From an optimization exercise on the open Yosys and OpenROAD flow, aimed at small area, a short achievable clock period and few clock cycles; shortcuts taken in it are not production practice.
Function was not checked in any run shown here: the RTL went through the layout flow alone.
The clock input has no modelled driver; a real chip could not lean on it and would need a root buffer or a full tree.
No activity file was given, so power comes from the tool's default toggle rates.

File: flow/flow/post_cts.tcl
# Rebuild the top of the clock tree that CTS built: keep CTS's leaf buffers
# (each drives one cluster of flip-flops), drop the buffers above them and
# the dummy loads, and drive the leaves from a few root buffers, each placed
# at the centre of its group of leaves and driven by the clock port.
set nroots 4
if {[info exists ::env(CLK_ROOTS)]} { set nroots $::env(CLK_ROOTS) }
set block [ord::get_db_block]
set port_net [$block findNet aclk]
set master [[ord::get_db] findMaster sky130_fd_sc_hd__clkbuf_16]

# the leaf buffers: clock buffers that drive at least one flip-flop
set leaves {}
set upper {}
foreach inst [$block getInsts] {
  set name [$inst getName]
  if {[string match "clkload*" $name]} { odb::dbInst_destroy $inst; continue }
  if {![string match "clkbuf_*" $name]} continue
  set onet [[$inst findITerm X] getNet]
  set drives_ff 0
  foreach it [$onet getITerms] {
    if {[string match "*_*" [[$it getInst] getName]] && [[$it getMTerm] getName] eq "CLK"} { set drives_ff 1; break }
  }
  if {$drives_ff} { lappend leaves $inst } else { lappend upper $inst }
}
foreach inst $upper {
  set onet [[$inst findITerm X] getNet]
  odb::dbInst_destroy $inst
  if {$onet ne "NULL" && [llength [$onet getITerms]] == 0} { odb::dbNet_destroy $onet }
}
foreach inst $leaves {
  set it [$inst findITerm A]
  set n [$it getNet]
  $it disconnect
  if {$n ne "NULL" && $n ne $port_net && [llength [$n getITerms]] == 0 && [llength [$n getBTerms]] == 0} { odb::dbNet_destroy $n }
}
puts "clock tree: [llength $leaves] leaf buffers kept, [llength $upper] upper buffers removed"

# group the leaves by k-means on their locations
proc center {inst} {
  set b [$inst getBBox]
  return [list [expr {([$b xMin] + [$b xMax]) / 2}] [expr {([$b yMin] + [$b yMax]) / 2}]]
}
set pts {}
foreach inst $leaves { lappend pts [center $inst] }
set n [llength $pts]
set cents {}
set sorted [lsort -integer -index 0 $pts]
for {set k 0} {$k < $nroots} {incr k} {
  lappend cents [lindex $sorted [expr {($k * $n + $n / 2) / $nroots}]]
}
for {set iter 0} {$iter < 30} {incr iter} {
  set assign {}
  foreach p $pts {
    set best 0; set bd -1
    for {set k 0} {$k < $nroots} {incr k} {
      set c [lindex $cents $k]
      set d [expr {abs([lindex $p 0] - [lindex $c 0]) + abs([lindex $p 1] - [lindex $c 1])}]
      if {$bd < 0 || $d < $bd} { set bd $d; set best $k }
    }
    lappend assign $best
  }
  set new {}
  for {set k 0} {$k < $nroots} {incr k} {
    set sx 0; set sy 0; set c 0
    foreach p $pts a $assign { if {$a == $k} { incr sx [lindex $p 0]; incr sy [lindex $p 1]; incr c } }
    if {$c} { lappend new [list [expr {$sx / $c}] [expr {$sy / $c}]] } else { lappend new [lindex $cents $k] }
  }
  set cents $new
}
for {set k 0} {$k < $nroots} {incr k} {
  set members {}
  foreach inst $leaves a $assign { if {$a == $k} { lappend members $inst } }
  if {![llength $members]} continue
  set root [odb::dbInst_create $block $master "clkbuf_root_${k}_aclk"]
  set c [lindex $cents $k]
  $root setLocation [lindex $c 0] [lindex $c 1]
  $root setPlacementStatus PLACED
  set rnet [odb::dbNet_create $block "clknet_root_${k}_aclk"]
  $rnet setSigType CLOCK
  [$root findITerm A] connect $port_net
  [$root findITerm X] connect $rnet
  foreach inst $members { [$inst findITerm A] connect $rnet }
  puts "root $k at $c drives [llength $members] leaves"
}
# power pins of the new cells
foreach inst [$block getInsts] {
  if {![string match "clkbuf_root_*" [$inst getName]]} continue
  foreach it [$inst getITerms] {
    set m [[$it getMTerm] getName]
    if {$m eq "VPWR" || $m eq "VPB"} { $it connect [$block findNet VDD] }
    if {$m eq "VGND" || $m eq "VNB"} { $it connect [$block findNet VSS] }
  }
}
detailed_placement
estimate_parasitics -placement
report_clock_latency
repair_timing_helper
detailed_placement
check_placement -verbose
File: flow/flow/run.sh
#!/bin/bash
# Standard layout, with the port buffers made from the smallest plain buffer
# and the top of the clock tree rebuilt after CTS (flow/post_cts.tcl).
set -euo pipefail
export BUFFER_PORTS_ARGS="-buffer_cell sky130_fd_sc_hd__buf_1"
export POST_CTS_TCL="$PWD/flow/post_cts.tcl"
bash standard.sh > standard.log 2>&1
File: flow/standard.sh
#!/bin/bash
# synth_recipe.tcl (not shown) runs the flow's synth.tcl, then flattens the netlist and writes it again
# the make line also repeats each setting of config.mk as NAME=value (left out here)
make -C /OpenROAD-flow-scripts/flow DESIGN_CONFIG=/design/flow/config.mk WORK_HOME=/design/flow/orfs CLKGATE_MAP_FILE= SYNTH_SCRIPT=/design/flow/synth_recipe.tcl "${@:-finish}"
File: flow/design.v
module axi_data_width_downsizer #(
	parameter			DATA_WIDTH_FROM	= 64,
	parameter			DATA_WIDTH_TO	= 8,
	parameter	byte	TID_WIDTH		= 1,
	parameter	byte	TDEST_WIDTH		= 1,
	parameter	byte	TUSER_WIDTH		= 1,
	parameter	bit		TID_EN			= 0,
	parameter	bit		TDEST_EN		= 0,
	parameter	bit		TUSER_EN		= 0
)(
	input logic aclk,
	input logic areset_n,
	output	logic								s_axis_tready,
	input	logic								s_axis_tvalid,
	input	logic [DATA_WIDTH_FROM - 1:0]		s_axis_tdata,
	input	logic [DATA_WIDTH_FROM / 8 - 1:0]	s_axis_tkeep,
	input	logic								s_axis_tlast,
	input	logic [TID_WIDTH - 1:0]				s_axis_tid,
	input	logic [TDEST_WIDTH - 1:0]			s_axis_tdest,
	input	logic [TUSER_WIDTH - 1:0]			s_axis_tuser,
	input	logic								m_axis_tready,
	output	logic								m_axis_tvalid,
	output	logic [DATA_WIDTH_TO - 1:0]			m_axis_tdata,
	output	logic [DATA_WIDTH_TO / 8 - 1:0]		m_axis_tkeep,
	output	logic								m_axis_tlast,
	output	logic [TID_WIDTH - 1:0]				m_axis_tid,
	output	logic [TDEST_WIDTH - 1:0]			m_axis_tdest,
	output	logic [TUSER_WIDTH - 1:0]			m_axis_tuser
);
localparam	COUNT	= DATA_WIDTH_FROM / DATA_WIDTH_TO;
localparam	KW		= DATA_WIDTH_TO / 8;
logic								b_valid;
logic [COUNT - 1:0]					b_sel;
logic [DATA_WIDTH_FROM - 1:0]		b_data;
logic [DATA_WIDTH_FROM / 8 - 1:0]	b_keep;
logic								b_last;
logic								s_ready_q;	 
logic								b_load;		 
logic								b_hold;		 
logic								o_empty;	 
logic								o_valid_q;	 
logic [DATA_WIDTH_TO - 1:0]			o_data;
logic [KW - 1:0]					o_keep;
logic								o_last;
logic								o_load;
logic [COUNT - 1:0]					chunk_end;	 
logic [COUNT - 1:0]					chunk_last;	 
logic								b_end;
logic								s_end;
logic [DATA_WIDTH_TO - 1:0]			n_data;
logic [KW - 1:0]					n_keep;
logic								n_last;
logic								b_valid_n;
logic								o_valid_n;
logic [COUNT - 1:0]					b_sel_n;
logic								g_in;
logic								g_0;
logic [DATA_WIDTH_FROM - 1:0]		b_data_n;
logic [DATA_WIDTH_FROM / 8 - 1:0]	b_keep_n;
logic [COUNT - 1:0]					g_sel;
assign s_axis_tready = s_ready_q;
assign m_axis_tvalid = o_valid_q;
assign m_axis_tdata  = o_data;
assign m_axis_tkeep  = o_keep;
assign m_axis_tlast  = o_last;
assign m_axis_tid    = '0;
assign m_axis_tdest  = '0;
assign m_axis_tuser  = '0;
assign o_load = o_empty || m_axis_tready;
always_comb begin
	for (int j = 0; j < COUNT - 1; j++) begin
		chunk_end[j]  = (b_keep[(j + 1) * KW +: KW] == '0);
		chunk_last[j] = chunk_end[j];
	end
	chunk_end[COUNT - 1]  = 1'b1;
	chunk_last[COUNT - 1] = b_last;
end
assign b_end = |(b_sel & chunk_end);
assign s_end = (COUNT == 1) || (s_axis_tkeep[KW +: KW] == '0);
assign g_in  = o_load && b_load;
assign g_sel = o_load ? b_sel : '0;
assign g_0 = o_load && (b_load || b_sel[0]);
always_comb begin
	n_data = {DATA_WIDTH_TO{g_0}} & b_data_n[DATA_WIDTH_TO - 1:0];
	n_keep = {KW{g_0}} & b_keep_n[KW - 1:0];
	n_last = (g_in & (COUNT == 1 ? s_axis_tlast : s_end)) | |(g_sel & chunk_last);
	for (int j = 1; j < COUNT; j++) begin
		n_data = n_data | ({DATA_WIDTH_TO{g_sel[j]}} & b_data[j * DATA_WIDTH_TO +: DATA_WIDTH_TO]);
		n_keep = n_keep | ({KW{g_sel[j]}} & b_keep[j * KW +: KW]);
	end
end
always_comb begin
	if (b_valid) begin
		o_valid_n = 1'b1;
		if (o_load) begin
			b_valid_n = !b_end;
			b_sel_n = b_end ? '0 : (b_sel << 1);
		end else begin
			b_valid_n = 1'b1;
			b_sel_n = b_sel;
		end
	end else begin
		o_valid_n = s_axis_tvalid;
		if (o_load) begin
			b_valid_n = s_axis_tvalid && !s_end;
			b_sel_n = (s_axis_tvalid && !s_end) ? COUNT'(2) : '0;
		end else begin
			b_valid_n = s_axis_tvalid;
			b_sel_n = s_axis_tvalid ? COUNT'(1) : '0;
		end
	end
end
always_ff @(posedge aclk) begin
	if (!areset_n) begin
		b_valid   <= 1'b0;
		s_ready_q <= 1'b1;
		b_load    <= 1'b1;
		b_hold    <= 1'b0;
		b_sel     <= '0;
		o_empty   <= 1'b1;
		o_valid_q <= 1'b0;
	end else begin
		b_valid   <= b_valid_n;
		s_ready_q <= !b_valid_n;
		b_load    <= !b_valid_n;
		b_hold    <= b_valid_n;
		b_sel     <= b_sel_n;
		if (o_load) begin
			o_empty   <= !o_valid_n;
			o_valid_q <= o_valid_n;
		end
	end
end
assign b_data_n = ({DATA_WIDTH_FROM{b_load}} & s_axis_tdata) | ({DATA_WIDTH_FROM{b_hold}} & b_data);
assign b_keep_n = ({DATA_WIDTH_FROM / 8{b_load}} & s_axis_tkeep) | ({DATA_WIDTH_FROM / 8{b_hold}} & b_keep);
always_ff @(posedge aclk) begin
	b_data <= b_data_n;
	b_keep <= b_keep_n;
	b_last <= (b_load & s_axis_tlast) | (b_hold & b_last);
end
always_ff @(posedge aclk) begin
	o_data <= n_data | ({DATA_WIDTH_TO{!o_load}} & o_data);
	o_keep <= n_keep | ({KW{!o_load}} & o_keep);
	o_last <= n_last | (!o_load & o_last);
end
endmodule
module axi_data_width_converter_top #(
	parameter		SLAVE_DATA_WIDTH	= 256,
	parameter		MASTER_DATA_WIDTH	= 32,
	parameter byte	TID_WIDTH			= 1, 
	parameter byte	TDEST_WIDTH			= 1,
	parameter byte	TUSER_WIDTH			= 1,
	parameter bit	TID_EN				= 0,
	parameter bit	TDEST_EN			= 0,
	parameter bit	TUSER_EN			= 0
)(
	input logic aclk,
	input logic areset_n,
	output	logic								s_axis_tready,
	input	logic								s_axis_tvalid,
	input	logic [SLAVE_DATA_WIDTH - 1:0]		s_axis_tdata,
	input	logic [SLAVE_DATA_WIDTH / 8 - 1:0]	s_axis_tkeep,
	input	logic								s_axis_tlast,
	input	logic [TID_WIDTH - 1:0]				s_axis_tid,
	input	logic [TDEST_WIDTH - 1:0]			s_axis_tdest,
	input	logic [TUSER_WIDTH - 1:0]			s_axis_tuser,
	input	logic								m_axis_tready,
	output	logic								m_axis_tvalid,
	output	logic [MASTER_DATA_WIDTH - 1:0]		m_axis_tdata,
	output	logic [MASTER_DATA_WIDTH / 8 - 1:0]	m_axis_tkeep,
	output	logic								m_axis_tlast,
	output	logic [TID_WIDTH - 1:0]				m_axis_tid,
	output	logic [TDEST_WIDTH - 1:0]			m_axis_tdest,
	output	logic [TUSER_WIDTH - 1:0]			m_axis_tuser
);
axi_data_width_downsizer #(
		.DATA_WIDTH_FROM(SLAVE_DATA_WIDTH),
		.DATA_WIDTH_TO(MASTER_DATA_WIDTH),
		.TID_WIDTH(TID_WIDTH),
		.TDEST_WIDTH(TDEST_WIDTH),
		.TUSER_WIDTH(TUSER_WIDTH),
		.TID_EN(TID_EN),
		.TDEST_EN(TDEST_EN),
		.TUSER_EN(TUSER_EN)
	) downsizer(
		.aclk(aclk),
		.areset_n(areset_n),
		.s_axis_tid(s_axis_tid),
		.s_axis_tdest(s_axis_tdest),
		.s_axis_tuser(s_axis_tuser),
		.m_axis_tid(m_axis_tid),
		.m_axis_tdest(m_axis_tdest),
		.m_axis_tuser(m_axis_tuser),
		.s_axis_tready(s_axis_tready),
		.s_axis_tvalid(s_axis_tvalid),
		.s_axis_tkeep(s_axis_tkeep),
		.s_axis_tdata(s_axis_tdata),
		.s_axis_tlast(s_axis_tlast),
		.m_axis_tready(m_axis_tready),
		.m_axis_tvalid(m_axis_tvalid),
		.m_axis_tdata(m_axis_tdata),
		.m_axis_tkeep(m_axis_tkeep),
		.m_axis_tlast(m_axis_tlast)
	);
endmodule
File: flow/constraint.sdc
create_clock -name core_clock -period 4.0 [get_ports {aclk}]
set_input_delay 0.8000 -clock core_clock [delete_from_list [all_inputs] [get_ports {aclk}]]
set_output_delay 0.8000 -clock core_clock [all_outputs]
set_load 0.01 [all_outputs]
File: flow/config.mk
export PLATFORM = sky130hd
export DESIGN_NAME = axi_data_width_converter_top
export DESIGN_NICKNAME = axi_data_width_converter_top
export VERILOG_FILES = /design/flow/design.v
export SDC_FILE = /design/flow/constraint.sdc
export NUM_CORES = 4
export LEC_CHECK = 0
export CAP_MARGIN = 20
export CORE_MARGIN = 2
export CORE_UTILIZATION = 60
export CTS_CLUSTER_DIAMETER = 150
export CTS_CLUSTER_SIZE = 20
export SETUP_SLACK_MARGIN = 2.4
export SLEW_MARGIN = 20
==> results of run 1 <==
==> flip-flops by register name, summed over array words and instances (netlist names), 4 cells and up <==
name	flops
downsizer.o_keep	4
downsizer.b_keep	32
downsizer.b_sel	8
downsizer.b_data	256
downsizer.o_data	32
==> metrics by stage <==
stage	setup WS, ns	hold WS (ns)	instances	utilization (%)
global placement	1.77	0.452	1497	67.0
finish	2.39	0.474	1567	75.0
detailed placement	1.75	0.453	1497	67.0
global route	2.37	0.486	1562	75.0
floorplan	2.19	0.439	1001	-
==> cell usage in the layout (no fill, tap or decap), drive strengths merged <==
cell / instances
a21oi: 1
a221o: 21
a221oi: 1
a222oi: 21
a22o: 296
a22oi: 103
a31o: 1
a31oi: 22
and2: 2
buf: 373
bufbuf: 2
clkbuf: 24
conb: 3
dfxtp: 338
diode: 9
mux2i: 1
nand2: 27
nand3: 1
nand4: 16
nor2: 9
nor3: 1
nor4: 9
o21ai: 17
o31ai: 1
or2: 2
or3: 1
==> routing by layer <==
metal	GRT usage, %	vias to the layer above	share of wire, %
met5	0	-	0.034
met4	14.3	2	4.0
met3	9.14	93	11
met2	54.9	547	46
met1	43.5	4852	39
li1	-	4598	-
==> kinds of logic after synthesis <==
| logic type | count (synthesis) |
|---|---|
| simple gates | 67 |
| compound gates | 484 |
| buf+inv | 108 |
| flops | 338 |
| mux | 1 |
| other cells | 1 |
==> report_power, final <==
group | switching, mW | leakage, nW | internal [mW]
clock | 1.03 | 0.259 | 0.941
combinational | 1.01 | 2.52 | 1.13
sequential | 0.539 | 2.86 | 4.27
total | 2.58 | 5.63 | 6.35
==> worst paths after layout <==
kind	from	cells past startpoint	endpoint
max	downsizer.o_data[14]	1	m_axis_tdata[14]
min	downsizer.b_data[48]	1	downsizer.b_data[48]
max reg2reg	downsizer.b_sel[6]	3	downsizer.o_data[19]
min reg2reg	downsizer.b_data[48]	1	downsizer.b_data[48]
==> cell type report, clock buffers not listed <==
| cell class | instances | share of cell area (%) |
|---|---|---|
| Buffer | 4 | 0.690 |
| Antenna cell | 9 | 0.155 |
| Tap cell | 265 | 2.29 |
| Timing Repair Buffer | 378 | 15.5 |
| Multi-Input combinational cell | 556 | 31.3 |
| Sequential cell | 338 | 47.2 |
==> impl_metrics.json, run 1 <==
{
  "yosys.area.top_type": "dfxtp_1",
  "fmax_mhz": 620,
  "ff2ff_setup_slack_ns": 2.47,
  "die_w_um": 144,
  "netlist_instances": 999,
  "hold_violations": 0,
  "yosysSeqAreaShare_pct": 57.5,
  "port_buffers": 331,
  "synth_fa_ha_area_share_pct": 0,
  "grt_pass1_wl_um": 54300,
  "crit_family": "flip-flops",
  "drive_gt1_share_pct": 14.2,
  "wl_per_cell_um": 24.6,
  "drc": 0,
  "critPathMaxFanout": 2,
  "async_flop_share_pct": 0,
  "timing.critical_path.buf_inv": 1,
  "drv_slew": 0,
  "relSlewSlack_pct": 65.4,
  "initial_core_util_pct": 60.9,
  "setup_violations": 0,
  "arrival_ns": 0.81,
  "cp-end-kind": "output pin",
  "insertion_delay_ns": 0.34,
  "die_h_um": 144,
  "grt_pass1_vias": 9707,
  "worstPathCellList": "buf_6",
  "tightest_slew_ns": 0.519,
  "synth_xor_area_share_pct": 0,
  "synth_top_family_by_area": "compound AO/OA/AOI/OAI gates",
  "totalWireLength_um": 38500,
  "cp-start-kind": "register",
  "rsz0062_at_grt": "yes",
  "die-area_um2": 20700,
  "grt_overflow": 0,
  "antenna_found_initial": 8,
  "synth_compound_area_share_pct": 34.8,
  "hpwl_um": 21200,
  "worstSetupPathType": "register to output pin",
  "outcome": "complete, no violations",
  "num_rows": 51,
  "yosys.area_share.simple_pct": 3.16,
  "path_clk_slew_ns": 0.08,
  "synth_area_um2": 11800,
  "synth_top_area_share_pct": 57.5,
  "synth_ff_type": "dfxtp_1",
  "multi_input_area_um2": 4540,
  "vias_per_cell": 6.44,
  "yosys_warnings": 1,
  "register_area_um2": 6850,
  "muxShareOfSynthArea_pct": 0.0851,
  "p_total_mw": 8.93,
  "syn_to_final_growth_pct": 23.3,
  "power_density_nw_per_um2": 615,
  "synth_edf_count": 0,
  "fin_nets": 1592,
  "place_area_um2": 13000,
  "ios": 338,
  "antenna_left": 0,
  "grt_use_total_pct": 34.1,
  "clock-sinks": 338,
  "leakage_nw": 5.63,
  "ys_seq_elements": 338,
  "yosysMostFrequentCell": "dfxtp_1",
  "grt_max_degree": 126,
  "gp_congestion": 0.831,
  "num_vias": 10100,
  "syn_area_per_cell_um2": 11.8,
  "dr.pass1.iters": 6,
  "ir_worst_vdd_v": 0.000382,
  "fin_crit_sh_pct": 40.3,
  "ys_top_cells_by_area": "dfxtp_1 (58%), a22o_1 (22%), a22oi_1 (5.9%), buf_2 (2.7%), a221o_1 (1.8%)",
  "min_path_type": "register to register",
  "core_um2": 19300,
  "yosysUniqueCellTypes": 34,
  "drv_cap": 0,
  "cp.required_ns": 3.20,
  "synth_common_cells": "dfxtp_1 (338), a22o_1 (296), a22oi_1 (93)",
  "final_area_um2": 14500,
  "fin_crit_ns": 1.61,
  "skew_ns": 0.0658,
  "fin_tns_setup_ns": 0,
  "nFillCells": 1397,
  "slowest_delay_ns": 0.37,
  "drt_iter0_markers": 813,
  "critPathSlowestCell": "dfxtp_2"
}
==> run 2: changes to the inputs <==
--- a/flow/config.mk
+++ b/flow/config.mk
@@ -9,6 +9,6 @@
 export CORE_MARGIN = 2
 export CORE_UTILIZATION = 60
 export CTS_CLUSTER_DIAMETER = 150
-export CTS_CLUSTER_SIZE = 20
+export CTS_CLUSTER_SIZE = 25
 export SETUP_SLACK_MARGIN = 2.4
 export SLEW_MARGIN = 20
==> run 2 against run 1 <==
Compared with the run above: sequential share of layout area grew 0.27 points; synthesized cell count is the same; clock power shrank 8%; cell area shrank 0.60%; global-route usage is essentially flat; area after synthesis is the same; combinational power is essentially flat; maximum frequency shrank 0.35%; cell count shrank 0.32%; register-to-register slack lost 0.06 ns; total power shrank 1.9%; largest power group unchanged.
==> impl_metrics.json, run 2 <==
{
  "core_um2": 19300,
  "ys_top_cells_by_area": "dfxtp_1 (58%), a22o_1 (22%), a22oi_1 (5.9%), buf_2 (2.7%), a221o_1 (1.8%)",
  "cp.required_ns": 4.27,
  "async_flop_share_pct": 0,
  "drc": 0,
  "worstRegToRegCells": 4,
  "clock-sinks": 338,
  "largest_register_ff_count": 256,
  "critPathCapture": "downsizer.b_sel[7]",
  "yosys.area.top_type": "dfxtp_1",
  "ir_worst_vdd_v": 0.000378,
  "synth_edf_count": 0,
  "synth_ff_type": "dfxtp_1",
  "totalWireLength_um": 38000,
  "drive_gt1_share_pct": 13.7,
  "insertion_delay_ns": 0.32,
  "die-area_um2": 20700,
  "antenna_left": 0,
  "final_common_cell": "a22o_1",
  "die_w_um": 144,
  "initial_core_util_pct": 60.9,
  "regToRegEndpoint": "downsizer.b_sel[7]",
  "ios": 338,
  "port_buffers": 331,
  "cp-start-kind": "input port",
  "drv_cap": 0,
  "fin_ws_ns": 2.38,
  "antenna_found_initial": 10,
  "hold_violations": 0,
  "yosysMostFrequentCell": "dfxtp_1",
  "cp-end-kind": "register",
  "yosysUniqueCellTypes": 34,
  "relSlewSlack_pct": 64.0,
  "yosysSeqAreaShare_pct": 57.5,
  "grt_overflow": 0,
  "critPathMaxFanout": 5,
  "ys_seq_elements": 338,
  "gp_congestion": 0.831,
  "leakage_nw": 5.58,
  "fin_util_pct": 74.6,
  "fin_nets": 1587,
  "fin_tns_setup_ns": 0,
  "hpwl_um": 21200,
  "top_register": "downsizer.b_data",
  "rsz0062_at_grt": "yes",
  "post-place-ws_ns": 1.75,
  "syn_to_final_growth_pct": 22.6,
  "worstSetupPathType": "input port to register",
  "netlist_instances": 999,
  "die_h_um": 144,
  "min_path_type": "register to register",
  "ff2ff_setup_slack_ns": 2.41,
  "reg2reg_from": "downsizer.b_valid",
  "reg_top3": "downsizer.b_data: 256 flops, downsizer.b_keep: 32 flops, downsizer.o_data: 32 flops",
  "vias_per_cell": 6.50,
  "path_clk_slew_ns": 0.10,
  "num_vias": 10200,
  "fin_crit_sh_pct": 40.4,
  "setup_violations": 0,
  "synth_common_cells": "dfxtp_1 (338), a22o_1 (296), a22oi_1 (93)",
  "num_rows": 51,
  "fin_crit_ns": 1.62,
  "grt_use_total_pct": 34.1,
  "grt_pass1_wl_um": 54600,
  "tightest_slew_ns": 0.541,
  "outcome": "complete, no violations",
  "syn_area_per_cell_um2": 11.8,
  "grt_pass1_vias": 9726,
  "startpoint": "m_axis_tready",
  "drt_iter0_markers": 882,
  "wl_per_cell_um": 24.3,
  "synth_top_area_share_pct": 57.5,
  "yosys_warnings": 1,
  "arrival_ns": 1.89,
  "grt_max_degree": 126,
  "synth_area_um2": 11800,
  "mostFrequentLayoutCells": "a22o_1 (296), dfxtp_1 (291), buf_1 (290)",
  "skew_ns": 0.0489,
  "drv_slew": 0,
  "fmax_mhz": 618,
  "power_density_nw_per_um2": 607,
  "dr.pass1.iters": 5
}
[run 2: cell counts after synthesis]
Identical to the previous run, type by type.
[run 2: logic make-up after synthesis]
group	synth area share [%]
simple gates	3.16
mux	0.0851
other cells	0.0319
compound gates	34.8
buf+inv	4.47
flops	57.5
[run 2: worst min-delay path by stage]
stage	to	slack (ns)	cells past startpoint	start
6_report	downsizer.o_data[6]	0.47	2	downsizer.b_data[70]
5_1_grt	downsizer.b_data[211]	0.49	1	downsizer.b_data[211]
2_1_floorplan	downsizer.b_data[101]	0.44	1	downsizer.b_data[101]
3_5_place_dp	downsizer.b_data[217]	0.45	1	downsizer.b_data[217]
3_3_place_gp	downsizer.b_data[117]	0.45	1	downsizer.b_data[117]
[run 2: worst max-delay path, cell delays in order]
cell and delay, ns:
buf_8 0.08, nor2_4 0.04, buf_12 0.12, buf_12 0.12, or3_4 0.33, nor3_4 0.21, a22o_1 0.18
[run 2: per-stage QoR]
step | std cells | power, mW | instance area (um2) | hold slack [ns]
final | 1562 | 8.76 | 14400 | 0.467
after global routing | 1558 | 9.14 | 14400 | 0.486
after detailed placement | 1497 | 6.50 | 13000 | 0.453
after global placement | 1497 | 6.46 | 13000 | 0.452
after floorplan | 1001 | 5.97 | 11800 | 0.439
[run 2: power by group]
part           total, mW  internal [mW]  switching [mW]
Clock               1.81          0.814           0.996
Sequential          4.82           4.27           0.548
Combinational       2.13           1.13           0.996
Total               8.76           6.22            2.54
[run 2: cell type report, clock buffers not listed]
cell class | count | area, um2
flip-flops and latches | 338 | 6840
fillers | 1380 | 4910
multi-input cells | 556 | 4530
repair buffers | 376 | 2240
well taps | 265 | 332
plain buffers | 4 | 100
diodes | 9 | 22.5
[run 2: per-layer routing]
metal	global-route usage [%]	wire [um]	up-vias
met5	0	13	-
met4	15.8	1800	2
met3	8.71	3820	102
met2	53.6	17400	547
met1	44.3	15000	4911
li1	-	-	4595
==> run 3: changes to the inputs <==
--- a/flow/design.v
+++ b/flow/design.v
@@ -31,12 +31,12 @@
 localparam	KW		= DATA_WIDTH_TO / 8;
 logic								b_valid;
 logic [COUNT - 1:0]					b_sel;
+logic								b_end;		 
+logic								b_tlast;	 
 logic [DATA_WIDTH_FROM - 1:0]		b_data;
 logic [DATA_WIDTH_FROM / 8 - 1:0]	b_keep;
 logic								b_last;
 logic								s_ready_q;	 
-logic								b_load;		 
-logic								b_hold;		 
 logic								o_empty;	 
 logic								o_valid_q;	 
 logic [DATA_WIDTH_TO - 1:0]			o_data;
@@ -45,19 +45,20 @@
 logic								o_load;
 logic [COUNT - 1:0]					chunk_end;	 
 logic [COUNT - 1:0]					chunk_last;	 
-logic								b_end;
-logic								s_end;
+logic [COUNT - 1:0]					b_sel_up;	 
+logic								s_end;		 
+logic								s_end1;		 
+logic								s_last1;	 
 logic [DATA_WIDTH_TO - 1:0]			n_data;
 logic [KW - 1:0]					n_keep;
 logic								n_last;
+logic								g_in;
+logic [COUNT - 1:0]					g_sel;
 logic								b_valid_n;
 logic								o_valid_n;
 logic [COUNT - 1:0]					b_sel_n;
-logic								g_in;
-logic								g_0;
-logic [DATA_WIDTH_FROM - 1:0]		b_data_n;
-logic [DATA_WIDTH_FROM / 8 - 1:0]	b_keep_n;
-logic [COUNT - 1:0]					g_sel;
+logic								b_end_n;
+logic								b_tlast_n;
 assign s_axis_tready = s_ready_q;
 assign m_axis_tvalid = o_valid_q;
 assign m_axis_tdata  = o_data;
@@ -75,38 +76,47 @@
 	chunk_end[COUNT - 1]  = 1'b1;
 	chunk_last[COUNT - 1] = b_last;
 end
-assign b_end = |(b_sel & chunk_end);
-assign s_end = (COUNT == 1) || (s_axis_tkeep[KW +: KW] == '0);
-assign g_in  = o_load && b_load;
+assign b_sel_up = b_sel << 1;
+assign s_end   = (COUNT == 1) || (s_axis_tkeep[KW +: KW] == '0);
+assign s_end1  = (COUNT <= 2) || (s_axis_tkeep[2 * KW +: KW] == '0);
+assign s_last1 = (COUNT == 2) ? s_axis_tlast : s_end1;
+assign g_in  = o_load && s_ready_q;
 assign g_sel = o_load ? b_sel : '0;
-assign g_0 = o_load && (b_load || b_sel[0]);
 always_comb begin
-	n_data = {DATA_WIDTH_TO{g_0}} & b_data_n[DATA_WIDTH_TO - 1:0];
-	n_keep = {KW{g_0}} & b_keep_n[KW - 1:0];
-	n_last = (g_in & (COUNT == 1 ? s_axis_tlast : s_end)) | |(g_sel & chunk_last);
-	for (int j = 1; j < COUNT; j++) begin
+	n_data = {DATA_WIDTH_TO{g_in}} & s_axis_tdata[DATA_WIDTH_TO - 1:0];
+	n_keep = {KW{g_in}} & s_axis_tkeep[KW - 1:0];
+	n_last = (g_in & (COUNT == 1 ? s_axis_tlast : s_end)) | (o_load & b_valid & b_tlast);
+	for (int j = 0; j < COUNT; j++) begin
 		n_data = n_data | ({DATA_WIDTH_TO{g_sel[j]}} & b_data[j * DATA_WIDTH_TO +: DATA_WIDTH_TO]);
 		n_keep = n_keep | ({KW{g_sel[j]}} & b_keep[j * KW +: KW]);
 	end
 end
 always_comb begin
+	b_end_n   = b_end;
+	b_tlast_n = b_tlast;
 	if (b_valid) begin
 		o_valid_n = 1'b1;
 		if (o_load) begin
 			b_valid_n = !b_end;
-			b_sel_n = b_end ? '0 : (b_sel << 1);
+			b_sel_n   = b_end ? '0 : b_sel_up;
+			b_end_n   = |(b_sel_up & chunk_end);
+			b_tlast_n = |(b_sel_up & chunk_last);
 		end else begin
 			b_valid_n = 1'b1;
-			b_sel_n = b_sel;
+			b_sel_n   = b_sel;
 		end
 	end else begin
 		o_valid_n = s_axis_tvalid;
 		if (o_load) begin
 			b_valid_n = s_axis_tvalid && !s_end;
-			b_sel_n = (s_axis_tvalid && !s_end) ? COUNT'(2) : '0;
+			b_sel_n   = (s_axis_tvalid && !s_end) ? COUNT'(2) : '0;
+			b_end_n   = s_end1;
+			b_tlast_n = s_last1;
 		end else begin
 			b_valid_n = s_axis_tvalid;
-			b_sel_n = s_axis_tvalid ? COUNT'(1) : '0;
+			b_sel_n   = s_axis_tvalid ? COUNT'(1) : '0;
+			b_end_n   = s_end;
+			b_tlast_n = (COUNT == 1) ? s_axis_tlast : s_end;
 		end
 	end
 end
@@ -114,16 +124,12 @@
 	if (!areset_n) begin
 		b_valid   <= 1'b0;
 		s_ready_q <= 1'b1;
-		b_load    <= 1'b1;
-		b_hold    <= 1'b0;
 		b_sel     <= '0;
 		o_empty   <= 1'b1;
 		o_valid_q <= 1'b0;
 	end else begin
 		b_valid   <= b_valid_n;
 		s_ready_q <= !b_valid_n;
-		b_load    <= !b_valid_n;
-		b_hold    <= b_valid_n;
 		b_sel     <= b_sel_n;
 		if (o_load) begin
 			o_empty   <= !o_valid_n;
@@ -131,12 +137,14 @@
 		end
 	end
 end
-assign b_data_n = ({DATA_WIDTH_FROM{b_load}} & s_axis_tdata) | ({DATA_WIDTH_FROM{b_hold}} & b_data);
-assign b_keep_n = ({DATA_WIDTH_FROM / 8{b_load}} & s_axis_tkeep) | ({DATA_WIDTH_FROM / 8{b_hold}} & b_keep);
-always_ff @(posedge aclk) begin
-	b_data <= b_data_n;
-	b_keep <= b_keep_n;
-	b_last <= (b_load & s_axis_tlast) | (b_hold & b_last);
+always_ff @(posedge aclk) begin
+	b_end   <= b_end_n;
+	b_tlast <= b_tlast_n;
+end
+always_ff @(posedge aclk) begin
+	b_data <= ({DATA_WIDTH_FROM{s_ready_q}} & s_axis_tdata) | ({DATA_WIDTH_FROM{b_valid}} & b_data);
+	b_keep <= ({DATA_WIDTH_FROM / 8{s_ready_q}} & s_axis_tkeep) | ({DATA_WIDTH_FROM / 8{b_valid}} & b_keep);
+	b_last <= (s_ready_q & s_axis_tlast) | (b_valid & b_last);
 end
 always_ff @(posedge aclk) begin
 	o_data <= n_data | ({DATA_WIDTH_TO{!o_load}} & o_data);
--- a/flow/config.mk
+++ b/flow/config.mk
@@ -7,8 +7,8 @@
 export LEC_CHECK = 0
 export CAP_MARGIN = 20
 export CORE_MARGIN = 2
-export CORE_UTILIZATION = 60
+export CORE_UTILIZATION = 55
 export CTS_CLUSTER_DIAMETER = 150
-export CTS_CLUSTER_SIZE = 25
+export CTS_CLUSTER_SIZE = 20
 export SETUP_SLACK_MARGIN = 2.4
 export SLEW_MARGIN = 20
==> run 3 against run 2 <==
Compared with the run above: cell area decreased by 1.2%; global-route usage decreased by 5.0 points; first-iteration DRC count decreased by 4.3%; register-to-register slack about the same; critical endpoint is now downsizer.b_valid; cell count unchanged; maximum frequency decreased by 1.0%; largest cell class unchanged; setup slack got worse by 0.016 ns; critical path type unchanged; clock power increased by 9%; sequential power decreased by 15%; via count decreased by 1.7%; clock skew about the same.
==> impl_metrics.json, run 3 <==
{
  "outcome": "complete, no violations",
  "worstSetupPathType": "input port to register",
  "muxShareOfSynthArea_pct": 0,
  "synth_top_area_share_pct": 56.6,
  "insertion_delay_ns": 0.34,
  "grt_max_degree": 157,
  "synth_edf_count": 2,
  "synth_common_cells": "dfxtp_1 (338), a22o_1 (324), buf_2 (72)",
  "antenna_left": 0,
  "fin_crit_sh_pct": 40.8,
  "fin_crit_ns": 1.63,
  "nFillCells": 1708,
  "power_density_nw_per_um2": 498,
  "syn_area_per_cell_um2": 11.7,
  "skew_ns": 0.0489,
  "grt_overflow": 0,
  "core_um2": 21200,
  "synth_fa_ha_area_share_pct": 0,
  "totalWireLength_um": 35200,
  "gp_congestion": 0.769,
  "post-place-ws_ns": 1.52,
  "synth_xor_area_share_pct": 0,
  "syn_to_final_growth_pct": 19.2,
  "cp.required_ns": 4.19,
  "tightest_slew_ns": 0.664,
  "top_register": "downsizer.b_data",
  "largest_register_ff_count": 256,
  "drive_gt1_share_pct": 11.1,
  "synth_ff_type": "dfxtp_1",
  "fin_nets": 1582,
  "synth_top_family_by_area": "compound AO/OA/AOI/OAI gates",
  "clock-sinks": 340,
  "hold_violations": 0,
  "fin_ws_ns": 2.37,
  "mostFrequentLayoutCells": "a22o_1 (324), dfxtp_1 (290), buf_1 (289)",
  "netlist_instances": 1022,
  "grt_pass1_vias": 9240,
  "drc": 0,
  "yosys.area_share.simple_pct": 3.11,
  "drv_slew": 0,
  "hpwl_um": 20700,
  "rsz0062_at_grt": "yes",
  "yosysUniqueCellTypes": 33,
  "path_clk_slew_ns": 0.08,
  "dr.pass1.iters": 5,
  "hold_depth": 1,
  "yosysSeqAreaShare_pct": 57.1,
  "final_common_cell": "a22o_1",
  "die_h_um": 151,
  "grt_use_total_pct": 29.1,
  "die_w_um": 151,
  "min_path_type": "register to register",
  "ios": 338,
  "setup_violations": 0,
  "fmax_mhz": 612,
  "ys_seq_elements": 340,
  "ir_worst_vdd_v": 0.000301,
  "grt_pass1_wl_um": 52200,
  "critPathMaxFanout": 2,
  "relSlewSlack_pct": 55.7,
  "synth_area_um2": 12000,
  "leakage_nw": 5.35,
  "p_total_mw": 7.10,
  "num_vias": 9984,
  "initial_core_util_pct": 56.5,
  "fin_tns_setup_ns": 0,
  "async_flop_share_pct": 0,
  "yosys_warnings": 1,
  "dp_cells": 1522,
  "die-area_um2": 22900,
  "yosys.area.top_type": "dfxtp_1",
  "wl_per_cell_um": 22.5,
  "cp-start-kind": "input port",
  "port_buffers": 331,
  "vias_per_cell": 6.39,
  "synth_compound_area_share_pct": 35.3,
  "ys_top_cells_by_area": "dfxtp_1 (57%), a22o_1 (24%), a222oi_1 (3.0%), buf_2 (3.0%), a41oi_1 (2.8%)",
  "antenna_found_initial": 3,
  "drt_iter0_markers": 844,
  "cp-end-kind": "register",
  "arrival_ns": 1.82,
  "drv_cap": 0,
  "stdcell_count": 1562,
  "num_rows": 53,
  "reg_top3": "downsizer.b_data: 256 flops, downsizer.b_keep: 32 flops, downsizer.o_data: 32 flops",
  "whs_ns": 0.472,
  "worstRegToRegCells": 2,
  "yosysMostFrequentCell": "dfxtp_1"
}
[run 3: changes by cell type after synthesis, sizes merged, moves of 21 or more]
cell / change
a221o: -21
a221oi: +36
a22o: +29
a22oi: -67
a31oi: -22
a41oi: +38
nor2: +32
[run 3: worst max-delay path, cell delays in order]
cell,delay (ns)
buf_8,0.09
or4_4,0.54
o21ai_2,0.14
nand2b_1,0.08
and3_1,0.16
[run 3: power breakdown]
part	internal (mW)	total [mW]	switching [mW]	leakage, nW
logic	0.560	0.998	0.438	2.22
clock network	0.942	1.98	1.04	0.259
registers	3.83	4.12	0.292	2.88
total	5.33	7.10	1.77	5.35
[run 3: layout make-up, clock buffers not listed]
type	count	area [um2]	share of cell area, %
plain buffers	4	100	0.702
inverters	1	3.75	0.0263
multi-input cells	570	4640	32.6
well taps	275	344	2.41
repair buffers	351	1820	12.8
diodes	4	10.0	0.0702
flip-flops and latches	340	6910	48.5
[run 3: path summary, 6_finish.rpt]
| check | start | endpoint | slack (ns) |
|---|---|---|---|
| max reg2reg | downsizer.b_valid | downsizer.b_data[194] | 2.41 |
| min reg2reg | downsizer.b_data[174] | downsizer.b_data[174] | 0.47 |
| max | s_axis_tkeep[6] | downsizer.b_valid | 2.37 |
| min | downsizer.b_data[174] | downsizer.b_data[174] | 0.47 |
[run 3: per-layer routing]
layer  vias up  share of wire [%]  track usage [%]
li1       4680                  -                -
met1      4846                 43             39.7
met2       408                 46             46.6
met3        48                9.3             7.99
met4         2                1.8             5.84
met5         -              0.031                0
[run 3: kinds of logic (layout without fill, tap and decap cells)]
family	count (synthesis)	count (layout)
compound gates	486	486
flops	340	340
buf+inv	115	373
simple gates	80	81
other cells	1	7
[run 3: metrics by stage]
stage / area (um2) / utilization [%]
6_report: 14300 / 67.4
5_1_grt: 14200 / 67.3
3_5_place_dp: 13100 / 62.1
3_3_place_gp: 13100 / 62.1
2_1_floorplan: 12000 / -
==> run 4: changes to the inputs <==
--- a/flow/config.mk
+++ b/flow/config.mk
@@ -5,6 +5,7 @@
 export SDC_FILE = /design/flow/constraint.sdc
 export NUM_CORES = 4
 export LEC_CHECK = 0
+export ABC_AREA = 1
 export CAP_MARGIN = 20
 export CORE_MARGIN = 2
 export CORE_UTILIZATION = 55
==> run 4 against run 3 <==
Compared with the run above: clock skew fell by 0.00084 ns; synthesized cell count rose by 68%; still clean; setup slack improved by 0.025 ns; register-to-register slack barely moved; clock power barely moved; first-iteration DRC count rose by 27%; combinational power rose by 21%; area after synthesis rose by 10%; critical endpoint is now s_axis_tready; sequential share of layout area fell by 4.9 points; die area rose by 9.9%; critical path type is now register to output pin.
==> impl_metrics.json, run 4 <==
{
  "final_area_um2": 15800,
  "totalWireLength_um": 42300,
  "stdcell_count": 2342,
  "worstPathCellList": "buf_6",
  "synth_fa_ha_area_share_pct": 0,
  "vias_per_cell": 5.30,
  "synth_compound_area_share_pct": 21.1,
  "grt_use_total_pct": 32.2,
  "arrival_ns": 0.81,
  "die_w_um": 159,
  "synth_xor_area_share_pct": 0,
  "insertion_delay_ns": 0.34,
  "drive_gt1_share_pct": 8.44,
  "drv_cap": 0,
  "dr.pass1.iters": 5,
  "wl_per_cell_um": 18.1,
  "cp-end-kind": "output pin",
  "ys_top_cells_by_area": "dfxtp_1 (51%), nand2_1 (12%), o21ai_0 (11%), inv_1 (6.7%), a22o_1 (4.8%)",
  "async_flop_share_pct": 0,
  "final_common_cell": "nand2_1",
  "clock-sinks": 340,
  "yosys_warnings": 1,
  "path_clk_slew_ns": 0.08,
  "syn_to_final_growth_pct": 19.8,
  "timing.critical_path.buf_inv": 1,
  "port_buffers": 331,
  "regToRegEndpoint": "downsizer.o_data[20]",
  "crit_family": "flip-flops",
  "setup_violations": 0,
  "mostFrequentLayoutCells": "nand2_1 (426), dfxtp_1 (294), buf_1 (291)",
  "yosysUniqueCellTypes": 26,
  "tightest_slew_ns": 0.757,
  "ios": 338,
  "grt_max_degree": 159,
  "cp.required_ns": 3.20,
  "rsz0062_at_grt": "yes",
  "fin_crit_sh_pct": 40.2,
  "gp_congestion": 0.860,
  "reg_top3": "downsizer.b_data: 256 flops, downsizer.b_keep: 32 flops, downsizer.o_data: 32 flops",
  "synth_area_um2": 13200,
  "relSlewSlack_pct": 49.5,
  "synth_edf_count": 2,
  "drt_iter0_markers": 1069,
  "dp_cells": 2280,
  "worstSetupPathType": "register to output pin",
  "ys_seq_elements": 340,
  "ff2ff_setup_slack_ns": 2.42,
  "grt_pass1_wl_um": 64200,
  "synth_common_cells": "nand2_1 (427), dfxtp_1 (338), o21ai_0 (288)",
  "p_total_mw": 7.24,
  "yosysSeqAreaShare_pct": 51.8,
  "num_rows": 56,
  "core_um2": 23500,
  "syn_area_per_cell_um2": 7.66,
  "hp-start": "downsizer.b_data[178]",
  "hold_violations": 0,
  "reg2reg_from": "downsizer.b_sel[3]",
  "grt_pass1_vias": 11800,
  "drc": 0,
  "slowest_delay_ns": 0.36,
  "top_register": "downsizer.b_data",
  "yosys.area_share.simple_pct": 16.0,
  "synth_ff_type": "dfxtp_1",
  "worstRegToRegCells": 5,
  "skew_ns": 0.0481,
  "leakage_nw": 7.33,
  "fmax_mhz": 622,
  "fin_nets": 2313,
  "hold-path-endpoint": "downsizer.b_data[178]",
  "synth_top_family_by_area": "compound AO/OA/AOI/OAI gates",
  "fin_tns_setup_ns": 0,
  "synth_top_area_share_pct": 51.3,
  "nFillCells": 2149,
  "die-area_um2": 25200,
  "antenna_found_initial": 10,
  "place_area_um2": 14400,
  "initial_core_util_pct": 56.2,
  "yosysMostFrequentCell": "nand2_1",
  "netlist_instances": 1721,
  "largest_register_ff_count": 256,
  "hold_depth": 2,
  "num_vias": 12400,
  "die_h_um": 159,
  "outcome": "complete, no violations",
  "ir_worst_vdd_v": 0.000331,
  "critPathSlowestCell": "dfxtp_4",
  "antenna_left": 0,
  "fin_crit_ns": 1.61,
  "muxShareOfSynthArea_pct": 0,
  "grt_overflow": 0,
  "drv_slew": 0,
  "cp-start-kind": "register",
  "power_density_nw_per_um2": 458,
  "critPathMaxFanout": 2,
  "min_path_type": "register to register",
  "yosys.area.top_type": "dfxtp_1",
  "hpwl_um": 27100
}
run 4: changes by cell type after synthesis, moves of 21 or more:
cell      before  now
a22o_1       324   72
inv_1          0  234
nand2_1       16  427
a21oi_1       10   58
buf_2         72   51
a41oi_1       38    0
nor2_1        41  102
a22oi_1       36    0
a222oi_1      36    0
o21ai_0        0  288
o22ai_1        0   41
o21ai_1        0   29
a221oi_1      37    0
run 4: per-stage QoR:
stage          hold slack, ns  util [%]  setup WS [ns]
2_1_floorplan           0.422         -           2.40
6_report                0.449      67.3           2.39
3_3_place_gp            0.433      61.2           1.20
5_1_grt                 0.468      67.3           2.37
3_5_place_dp            0.436      61.2           1.17
run 4: routing by layer:
layer  global-route usage (%)  wire length [um]
met1                     43.8             18200
met2                     50.8             19200
met3                     5.49              3280
met4                     13.2              1600
met5                        0                 9
run 4: kinds of logic (layout without fill, tap and decap cells):
kind of cell | Yosys count | count (layout)
compound gates | 491 | 491
buf+inv | 341 | 629
flops | 340 | 340
other cells | 1 | 12
simple gates | 548 | 551
run 4: how the worst max path moves through the flow:
stage	from	end	slack (ns)	cells after the start
after global placement	m_axis_tready	downsizer.o_data[11]	1.20	7
after global routing	m_axis_tready	downsizer.o_data[25]	2.37	8
after floorplan	m_axis_tready	downsizer.o_data[12]	2.40	7
after detailed placement	m_axis_tready	downsizer.o_data[11]	1.17	7
final	downsizer.s_ready_q	s_axis_tready	2.39	1
run 4: where the power goes:
part,internal [mW],switching [mW]
logic,0.496,0.716
clock network,0.942,1.05
registers,3.83,0.199
total,5.27,1.97
run 4: worst min-delay path, cell delays in order, from the launching register on:
cell,delay (ns)
dfxtp_1,0.32
inv_1,0.05
o21ai_1,0.05
run 4: final cells by class, clock buffers not listed:
type	count	area, um2	area share [%]
buffer	4	100	0.634
inverter	238	947	6.00
antenna	9	22.5	0.143
timing repair inverter	5	41.3	0.261
sequential	340	6890	43.6
tap	319	399	2.53
timing repair buffer	365	1970	12.5
multi-input combinational	1045	5000	31.7
==> run 5: changes to the inputs <==
--- a/flow/config.mk
+++ b/flow/config.mk
@@ -5,11 +5,10 @@
 export SDC_FILE = /design/flow/constraint.sdc
 export NUM_CORES = 4
 export LEC_CHECK = 0
-export ABC_AREA = 1
 export CAP_MARGIN = 20
 export CORE_MARGIN = 2
 export CORE_UTILIZATION = 55
 export CTS_CLUSTER_DIAMETER = 150
 export CTS_CLUSTER_SIZE = 20
-export SETUP_SLACK_MARGIN = 2.4
+export SETUP_SLACK_MARGIN = 2.5
 export SLEW_MARGIN = 20
==> run 5 against run 4 <==
Compared with the run above: global-route usage down 1.3 points; worst hold slack better by 0.025 ns; setup slack worse by 0.057 ns; wire length down 9.3%; largest cell class unchanged; clock skew up 0.0053 ns; sequential cell count unchanged; core utilization up 2.3 points; cell count down 32%.
==> impl_metrics.json, run 5 <==
{
  "drv_slew": 0,
  "cp-end-kind": "register",
  "num_vias": 10200,
  "async_flop_share_pct": 0,
  "num_rows": 53,
  "drive_gt1_share_pct": 13.1,
  "ys_seq_elements": 340,
  "combPwrFrac_pct": 15.0,
  "drt_iter0_markers": 787,
  "fin_tns_setup_ns": 0,
  "core_um2": 21200,
  "synth_top_area_share_pct": 56.6,
  "cp.required_ns": 4.20,
  "antenna_found_initial": 4,
  "grt_pass1_vias": 9659,
  "synth_common_cells": "dfxtp_1 (338), a22o_1 (324), buf_2 (72)",
  "syn_to_final_growth_pct": 23.0,
  "drc": 0,
  "synth_edf_count": 2,
  "die_w_um": 151,
  "largest_register_ff_count": 256,
  "wl_met3_um": 4180,
  "arrival_ns": 1.86,
  "yosysSeqAreaShare_pct": 57.1,
  "leakage_nw": 5.57,
  "grt_overflow": 0,
  "initial_core_util_pct": 56.5,
  "top_register": "downsizer.b_data",
  "die_h_um": 151,
  "switchingPower_mw": 1.81,
  "relSlewSlack_pct": 56.1,
  "p_sw_share_pct": 25.2,
  "fin_util_pct": 69.5,
  "cp-start-kind": "input port",
  "grt_pass1_wl_um": 54800,
  "min_path_type": "register to register",
  "syn_area_per_cell_um2": 11.7,
  "wl_per_cell_um": 24.2,
  "mostFrequentLayoutCells": "a22o_1 (324), dfxtp_1 (290), buf_1 (289)",
  "hpwl_um": 21500,
  "fmax_mhz": 600,
  "final_area_um2": 14700,
  "final_common_cell": "a22o_1",
  "place_area_um2": 13200,
  "rsz0062_at_grt": "yes",
  "drv_cap": 0,
  "nFillCells": 1664,
  "fin_crit_sh_pct": 41.6,
  "ir_worst_vdd_v": 0.000319,
  "clock_power_share_pct": 27.6,
  "critPathMaxFanout": 2,
  "yosys.area.top_type": "dfxtp_1",
  "fin_crit_ns": 1.67,
  "multi_input_area_um2": 4710,
  "vias_per_cell": 6.46,
  "worstSetupPathType": "input port to register",
  "die-area_um2": 22900,
  "maxUsedRoutingLayer": "met5",
  "clock-sinks": 340,
  "register_area_um2": 6910,
  "reg_top3": "downsizer.b_data: 256 flops, downsizer.b_keep: 32 flops, downsizer.o_data: 32 flops",
  "insertion_delay_ns": 0.34,
  "wl_met1_um": 15600,
  "ios": 338,
  "power_density_nw_per_um2": 489,
  "yosysUniqueCellTypes": 33,
  "fin_nets": 1601,
  "path_clk_slew_ns": 0.08,
  "tightest_slew_ns": 0.658,
  "yosysMostFrequentCell": "dfxtp_1",
  "hold_violations": 0,
  "outcome": "complete, no violations",
  "setup_violations": 0,
  "gp_congestion": 0.768,
  "grt_use_total_pct": 30.9,
  "antenna_left": 0,
  "wl_met2_um": 17700,
  "netlist_instances": 1022,
  "port_buffers": 331,
  "p_int_mw": 5.38,
  "yosys_warnings": 1,
  "p_total_mw": 7.20,
  "dr.pass1.iters": 9,
  "synth_area_um2": 12000,
  "seqPwrFrac_pct": 57.3,
  "grt_max_degree": 123,
  "skew_ns": 0.0534,
  "totalWireLength_um": 38300,
  "ys_top_cells_by_area": "dfxtp_1 (57%), a22o_1 (24%), a222oi_1 (3.0%), buf_2 (3.0%), a41oi_1 (2.8%)",
  "synth_ff_type": "dfxtp_1"
}
==> run 5: layout make-up, clock buffers not listed <==
cell class                      count  share of cell area (%)
Buffer                              4                   0.681
Multi-Input combinational cell    571                    32.0
Sequential cell                   340                    47.0
Antenna cell                        5                  0.0851
Tap cell                          275                    2.34
Inverter                            1                  0.0255
Timing Repair Buffer              369                    15.0
==> run 5: final timing paths <==
check	from	endpoint	slack, ns	cells past startpoint
worst max-delay path	s_axis_tkeep[6]	downsizer.b_valid	2.33	5
worst min-delay path	downsizer.b_data[3]	downsizer.b_data[3]	0.47	1
worst max register to register	downsizer.b_sel[2]	downsizer.o_data[25]	2.50	4
worst min register to register	downsizer.b_data[3]	downsizer.b_data[3]	0.47	1
==> run 5: per-layer routing <==
layer,vias up,global-route usage [%]
li1,4719,-
met1,4955,40.6
met2,492,50.5
met3,52,8.89
met4,2,7.62
met5,-,0
==> run 5: logic make-up after synthesis <==
group                  share of synthesized area, %
flip-flops                                     57.1
AND/OR/NAND/NOR                                3.11
AO/OA/AOI/OAI                                  35.3
other                                        0.0314
buffers and inverters                          4.52
==> run 5: stage by stage <==
step           setup WS, ns  cells  hold WS, ns
6_report               2.33   1582        0.474
5_1_grt                2.31   1579        0.488
3_5_place_dp           1.37   1525        0.453
3_3_place_gp           1.45   1525        0.452
2_1_floorplan          2.24   1024        0.439
==> run 5: power groups by stage <==
| stage | sequential, mW | combinational [mW] | clock [mW] |
|---|---|---|---|
| 6_report | 4.13 | 1.08 | 1.99 |
| 5_1_grt | 4.17 | 1.16 | 2.14 |
| 3_5_place_dp | 4.19 | 0.843 | 0 |
| 3_3_place_gp | 4.19 | 0.824 | 0 |
| 2_1_floorplan | 4.10 | 0.614 | 0 |
==> run 5: critical path: stages <==
cell	delay, ns
buf_8	0.09
or4_4	0.56
o21ai_4	0.15
nand2b_1	0.10
and3_1	0.17
==> run 6: changes to the inputs <==
--- a/flow/config.mk
+++ b/flow/config.mk
@@ -10,5 +10,5 @@
 export CORE_UTILIZATION = 55
 export CTS_CLUSTER_DIAMETER = 150
 export CTS_CLUSTER_SIZE = 20
-export SETUP_SLACK_MARGIN = 2.5
+export SETUP_SLACK_MARGIN = 2.3
 export SLEW_MARGIN = 20
==> run 6 against run 5 <==
Compared with the run above: core utilization shrank 2.5 points; clock skew shrank 0.010 ns; first-iteration DRC count shrank 2.3%; sequential cell count is the same; wire length shrank 6.5%; setup slack lost 0.034 ns; worst hold slack is essentially flat; largest cell class unchanged; highest routed layer unchanged.
==> impl_metrics.json, run 6 <==
{
  "leakage_nw": 5.32,
  "nFillCells": 1734,
  "synth_top_area_share_pct": 56.6,
  "fin_ws_ns": 2.30,
  "wl_per_cell_um": 23.0,
  "final_area_um2": 14200,
  "rsz0062_at_grt": "yes",
  "yosysMostFrequentCell": "dfxtp_1",
  "post-place-ws_ns": 1.41,
  "drv_slew": 0,
  "top_register": "downsizer.b_data",
  "ys_top_cells_by_area": "dfxtp_1 (57%), a22o_1 (24%), a222oi_1 (3.0%), buf_2 (3.0%), a41oi_1 (2.8%)",
  "syn_to_final_growth_pct": 18.6,
  "initial_core_util_pct": 56.5,
  "critPathMaxFanout": 3,
  "num_vias": 10000,
  "path_clk_slew_ns": 0.08,
  "yosysUniqueCellTypes": 33,
  "stdcell_count": 1560,
  "port_buffers": 331,
  "dr.pass1.iters": 6,
  "grt_max_degree": 109,
  "die_w_um": 151,
  "grt_use_total_pct": 29.7,
  "gp_congestion": 0.822,
  "setup_violations": 0,
  "grt_overflow": 0,
  "drive_gt1_share_pct": 10.4,
  "grt_pass1_vias": 9509,
  "syn_area_per_cell_um2": 11.7,
  "insertion_delay_ns": 0.34,
  "place_area_um2": 13200,
  "totalWireLength_um": 35800,
  "skew_ns": 0.0433,
  "yosys_warnings": 1,
  "yosys.area.top_type": "dfxtp_1",
  "register_area_um2": 6910,
  "fin_crit_sh_pct": 42.5,
  "drv_cap": 0,
  "core_um2": 21200,
  "hold_violations": 0,
  "cp.required_ns": 4.14,
  "ys_seq_elements": 340,
  "reg_top3": "downsizer.b_data: 256 flops, downsizer.b_keep: 32 flops, downsizer.o_data: 32 flops",
  "fin_crit_ns": 1.70,
  "fin_tns_setup_ns": 0,
  "final_common_cell": "a22o_1",
  "min_path_type": "register to register",
  "antenna_left": 0,
  "ios": 338,
  "die_h_um": 151,
  "cp-start-kind": "input port",
  "p_total_mw": 7.09,
  "synth_common_cells": "dfxtp_1 (338), a22o_1 (324), buf_2 (72)",
  "largest_register_ff_count": 256,
  "drt_iter0_markers": 769,
  "fin_util_pct": 67.1,
  "fmax_mhz": 588,
  "multi_input_area_um2": 4630,
  "fin_nets": 1579,
  "whs_ns": 0.474,
  "synth_edf_count": 2,
  "grt_pass1_wl_um": 53100,
  "synth_area_um2": 12000,
  "netlist_instances": 1022,
  "dp_cells": 1525,
  "worstSetupPathType": "input port to register",
  "num_rows": 53,
  "clock-sinks": 340,
  "hpwl_um": 21300,
  "yosysSeqAreaShare_pct": 57.1,
  "antenna_found_initial": 6,
  "synth_ff_type": "dfxtp_1",
  "async_flop_share_pct": 0,
  "mostFrequentLayoutCells": "a22o_1 (324), buf_1 (291), dfxtp_1 (290)",
  "die-area_um2": 22900,
  "power_density_nw_per_um2": 500,
  "arrival_ns": 1.84,
  "outcome": "complete, no violations",
  "vias_per_cell": 6.43,
  "tightest_slew_ns": 0.644,
  "cp-end-kind": "register",
  "drc": 0,
  "ir_worst_vdd_v": 0.000310,
  "relSlewSlack_pct": 57.1
}
## run 6: cell families (layout without fill, tap and decap cells)
family                 after synthesis  after routing  share of synthesized area, %
AO/OA/AOI/OAI                      486            486                          35.3
flip-flops                         340            340                          57.1
buffers and inverters              115            369                          4.52
AND/OR/NAND/NOR                     80             82                          3.11
other                                1              8                        0.0314
## run 6: power by group
part / switching (mW) / internal (mW) / total [mW]
logic: 0.435 / 0.548 / 0.983
clock network: 1.04 / 0.942 / 1.99
registers: 0.294 / 3.83 / 4.13
## run 6: area by class of cell, clock buffers not listed
type	instances	share of cell area, %
flip-flops and latches	340	48.7
multi-input cells	571	32.6
repair buffers	347	12.4
well taps	275	2.43
plain buffers	4	0.706
diodes	5	0.0882
inverters	1	0.0265
## run 6: layer usage
metal  part of all wire [%]  GRT usage, %  routed length [um]  vias to the layer above
met5                  0.031             0                  11                        -
met4                    2.9          9.07                1050                        2
met3                    9.3          8.32                3350                       67
met2                     45          46.7               16000                      398
met1                     43          40.0               15500                     4907
li1                       -             -                   -                     4658
## run 6: final timing paths
path                         startpoint                    end  slack [ns]  cells past startpoint
hold / removal    downsizer.b_data[187]  downsizer.b_data[187]        0.47                      1
setup reg to reg    downsizer.s_ready_q   downsizer.o_data[12]        2.38                      4
hold reg to reg   downsizer.b_data[187]  downsizer.b_data[187]        0.47                      1
setup / recovery        s_axis_tkeep[6]      downsizer.b_tlast        2.30                      5
## run 6: worst max-delay path, stage by stage
cell and delay [ns]:
buf_1 0.12, or4_4 0.55, nand2_1 0.07, a21oi_1 0.07, a41oi_1 0.22
==> run 7: changes to the inputs <==
--- a/flow/design.v
+++ b/flow/design.v
@@ -81,7 +81,7 @@
 assign s_end1  = (COUNT <= 2) || (s_axis_tkeep[2 * KW +: KW] == '0);
 assign s_last1 = (COUNT == 2) ? s_axis_tlast : s_end1;
 assign g_in  = o_load && s_ready_q;
-assign g_sel = o_load ? b_sel : '0;
+assign g_sel = (o_load && b_valid) ? b_sel : '0;
 always_comb begin
 	n_data = {DATA_WIDTH_TO{g_in}} & s_axis_tdata[DATA_WIDTH_TO - 1:0];
 	n_keep = {KW{g_in}} & s_axis_tkeep[KW - 1:0];
@@ -98,7 +98,7 @@
 		o_valid_n = 1'b1;
 		if (o_load) begin
 			b_valid_n = !b_end;
-			b_sel_n   = b_end ? '0 : b_sel_up;
+			b_sel_n   = b_sel_up;
 			b_end_n   = |(b_sel_up & chunk_end);
 			b_tlast_n = |(b_sel_up & chunk_last);
 		end else begin
@@ -109,12 +109,12 @@
 		o_valid_n = s_axis_tvalid;
 		if (o_load) begin
 			b_valid_n = s_axis_tvalid && !s_end;
-			b_sel_n   = (s_axis_tvalid && !s_end) ? COUNT'(2) : '0;
+			b_sel_n   = COUNT'(2);
 			b_end_n   = s_end1;
 			b_tlast_n = s_last1;
 		end else begin
 			b_valid_n = s_axis_tvalid;
-			b_sel_n   = s_axis_tvalid ? COUNT'(1) : '0;
+			b_sel_n   = COUNT'(1);
 			b_end_n   = s_end;
 			b_tlast_n = (COUNT == 1) ? s_axis_tlast : s_end;
 		end
@@ -124,13 +124,11 @@
 	if (!areset_n) begin
 		b_valid   <= 1'b0;
 		s_ready_q <= 1'b1;
-		b_sel     <= '0;
 		o_empty   <= 1'b1;
 		o_valid_q <= 1'b0;
 	end else begin
 		b_valid   <= b_valid_n;
 		s_ready_q <= !b_valid_n;
-		b_sel     <= b_sel_n;
 		if (o_load) begin
 			o_empty   <= !o_valid_n;
 			o_valid_q <= o_valid_n;
@@ -138,6 +136,7 @@
 	end
 end
 always_ff @(posedge aclk) begin
+	b_sel   <= b_sel_n;
 	b_end   <= b_end_n;
 	b_tlast <= b_tlast_n;
 end
--- a/flow/config.mk
+++ b/flow/config.mk
@@ -7,8 +7,8 @@
 export LEC_CHECK = 0
 export CAP_MARGIN = 20
 export CORE_MARGIN = 2
-export CORE_UTILIZATION = 55
+export CORE_UTILIZATION = 60
 export CTS_CLUSTER_DIAMETER = 150
 export CTS_CLUSTER_SIZE = 20
-export SETUP_SLACK_MARGIN = 2.3
+export SETUP_SLACK_MARGIN = 2.4
 export SLEW_MARGIN = 20
==> run 7 against run 6 <==
Compared with the run above: worst hold slack better by 0.0012 ns; sequential share of layout area is 2.3 points lower; critical path depth stayed put; core utilization is 7.8 points higher; sequential power is 1% higher; first-iteration DRC count is 31% higher; critical endpoint is now downsizer.b_end; total power is 7.5% higher.
==> impl_metrics.json, run 7 <==
{
  "synth_ff_type": "dfxtp_1",
  "yosys_warnings": 1,
  "antenna_found_initial": 3,
  "drt_iter0_markers": 1009,
  "yosys.area.top_type": "dfxtp_1",
  "min_path_type": "register to register",
  "grt_pass1_vias": 10500,
  "regToRegEndpoint": "downsizer.o_data[6]",
  "path_clk_slew_ns": 0.09,
  "synth_area_um2": 12200,
  "reg2reg_from": "downsizer.b_sel[4]",
  "fin_tns_setup_ns": 0,
  "arrival_ns": 1.82,
  "synth_top_area_share_pct": 54.3,
  "ir_worst_vdd_v": 0.000374,
  "drv_slew": 0,
  "wl_per_cell_um": 23.9,
  "grt.met1_usage_pct": 46.4,
  "busiest_layer": "met2",
  "syn_to_final_growth_pct": 23.3,
  "worstSetupPathType": "input port to register",
  "hold_violations": 0,
  "fin_crit_sh_pct": 41.6,
  "worstRegToRegCells": 5,
  "grt_pass1_wl_um": 59100,
  "register_area_um2": 6960,
  "critPathMaxFanout": 3,
  "cp.required_ns": 4.16,
  "reg_top3": "downsizer.b_data: 256 flops, downsizer.b_keep: 32 flops, downsizer.o_data: 32 flops",
  "skew_ns": 0.0253,
  "rsz0062_at_grt": "yes",
  "gp_congestion": 0.824,
  "fmax_mhz": 601,
  "yosysSeqAreaShare_pct": 56.8,
  "grt_overflow": 0,
  "mostFrequentLayoutCells": "a22o_1 (289), dfxtp_1 (289), buf_1 (289)",
  "hold_depth": 1,
  "vias_per_cell": 6.48,
  "leakage_nw": 5.87,
  "grt_use_total_pct": 35.1,
  "hold-path-endpoint": "downsizer.b_data[170]",
  "hp-start": "downsizer.b_data[170]",
  "die_w_um": 146,
  "top_register": "downsizer.b_data",
  "drive_gt1_share_pct": 14.1,
  "die_h_um": 146,
  "use_met3_pct": 8.19,
  "outcome": "complete, no violations",
  "ys_top_cells_by_area": "dfxtp_1 (54%), a22o_1 (21%), a22oi_1 (4.6%), buf_2 (3.3%), a222oi_1 (2.8%)",
  "die-area_um2": 21400,
  "antenna_left": 0,
  "grt_max_degree": 119,
  "largest_register_ff_count": 256,
  "async_flop_share_pct": 0,
  "nFillCells": 1467,
  "dr.pass1.iters": 8,
  "port_buffers": 331,
  "insertion_delay_ns": 0.33,
  "multi_input_area_um2": 4810,
  "use_met2_pct": 56.5,
  "setup_violations": 0,
  "fin_nets": 1682,
  "ios": 338,
  "synth_edf_count": 10,
  "yosysUniqueCellTypes": 37,
  "power_density_nw_per_um2": 509,
  "fin_util_pct": 74.9,
  "fin_crit_ns": 1.66,
  "num_vias": 10800,
  "yosysMostFrequentCell": "dfxtp_1",
  "drv_cap": 0,
  "tightest_slew_ns": 0.581,
  "netlist_instances": 1083,
  "ys_seq_elements": 340,
  "core_um2": 20000,
  "totalWireLength_um": 39600,
  "synth_common_cells": "dfxtp_1 (330), a22o_1 (289), buf_2 (81)",
  "initial_core_util_pct": 60.7,
  "syn_area_per_cell_um2": 11.2,
  "cp-start-kind": "input port",
  "cp-end-kind": "register",
  "stdcell_count": 1659,
  "ff2ff_setup_slack_ns": 2.40,
  "clock-sinks": 340,
  "num_rows": 52,
  "dp_cells": 1582,
  "hpwl_um": 22600,
  "drc": 0,
  "relSlewSlack_pct": 61.2
}
==> run 7: power breakdown <==
part           switching, mW  internal (mW)
sequential             0.298           3.87
clock                   1.05          0.943
combinational          0.707          0.765
==> run 7: logic make-up (layout without fill, tap and decap cells) <==
logic type      after synthesis  count (layout)  synth area share (%)
compound gates              486             486                  33.3
flops                       340             340                  56.8
simple gates                135             137                  5.11
buf+inv                     121             417                  4.78
other cells                   1               9                0.0308
==> run 7: stage by stage <==
step / hold slack [ns] / total power, mW / setup slack (ns) / cell area [um2]
detailed placement: 0.453 / 5.36 / 1.65 / 13400
global route: 0.488 / 7.92 / 2.32 / 15000
global placement: 0.450 / 5.32 / 1.64 / 13400
floorplan: 0.438 / 4.95 / 2.23 / 12200
finish: 0.475 / 7.63 / 2.34 / 15000
==> run 7: final cells by class, clock buffers not listed <==
class | instances | share of cell area [%]
diodes | 6 | 0.100
flip-flops and latches | 340 | 46.4
repair buffers | 394 | 15.6
well taps | 270 | 2.25
plain buffers | 4 | 0.667
multi-input cells | 626 | 32.1
inverters | 2 | 0.0500
==> run 7: worst max-delay path: stages <==
cell	delay, ns
buf_6	0.09
or4_4	0.56
nand2_2	0.09
a21oi_2	0.06
a31oi_1	0.22
==> run 7: metal layers <==
metal	share of wire [%]	up-vias
li1	-	4889
met1	40	5195
met2	47	589
met3	10	85
met4	3.2	0
met5	0	-
==> run 7: worst max path at each step <==
stage                                  start              endpoint  slack (ns)
final                        s_axis_tkeep[7]       downsizer.b_end        2.34
after global routing      downsizer.b_sel[3]  downsizer.o_data[16]        2.32
after detailed placement       m_axis_tready   downsizer.o_data[1]        1.65
after global placement     downsizer.b_valid    downsizer.b_sel[3]        1.64
after floorplan              s_axis_tkeep[7]     downsizer.b_valid        2.23

==> port drivers added, routing unchanged <==
The flow's constraints put no driver on any port. The routed layouts listed below were extracted and timed again, unchanged, in two steps.
Step 1 sets driving cells, clkbuf_16 on the clock port and buf_2 on the other inputs (assumed; they add their load-dependent delay and slew).
Step 2 also shifts input and output timing later by t, the mid clock arrival at the registers, as if the neighbouring blocks saw the same clock.
Three values: ideal ports, drivers, drivers and shift; two values: the first two.
run	t, ns	slack for setup (ns)	worst setup path after step 2	slew at the worst register clock pin (ns)
run 1	0.411	2.388 / 2.286 / 2.055	input to register	0.09 / 0.09
run 2	0.395	2.383 / 2.293 / 2.031	input to register	0.10 / 0.10
run 3	0.410	2.366 / 2.310 / 2.013	input to register	0.09 / 0.09
run 4	0.413	2.392 / 2.296 / 2.067	input to register	0.08 / 0.08
run 5	0.419	2.334 / 2.287 / 1.978	input to register	0.08 / 0.08
run 6	0.414	2.300 / 2.303 / 1.965	input to register	0.08 / 0.08
run 7	0.415	2.337 / 2.305 / 1.979	input to register	0.09 / 0.09
After both steps setup and hold are still met in every run listed. For run 7, which loses most, drivers alone change the setup slack by -0.032 ns; drivers and shift together by -0.358 ns.
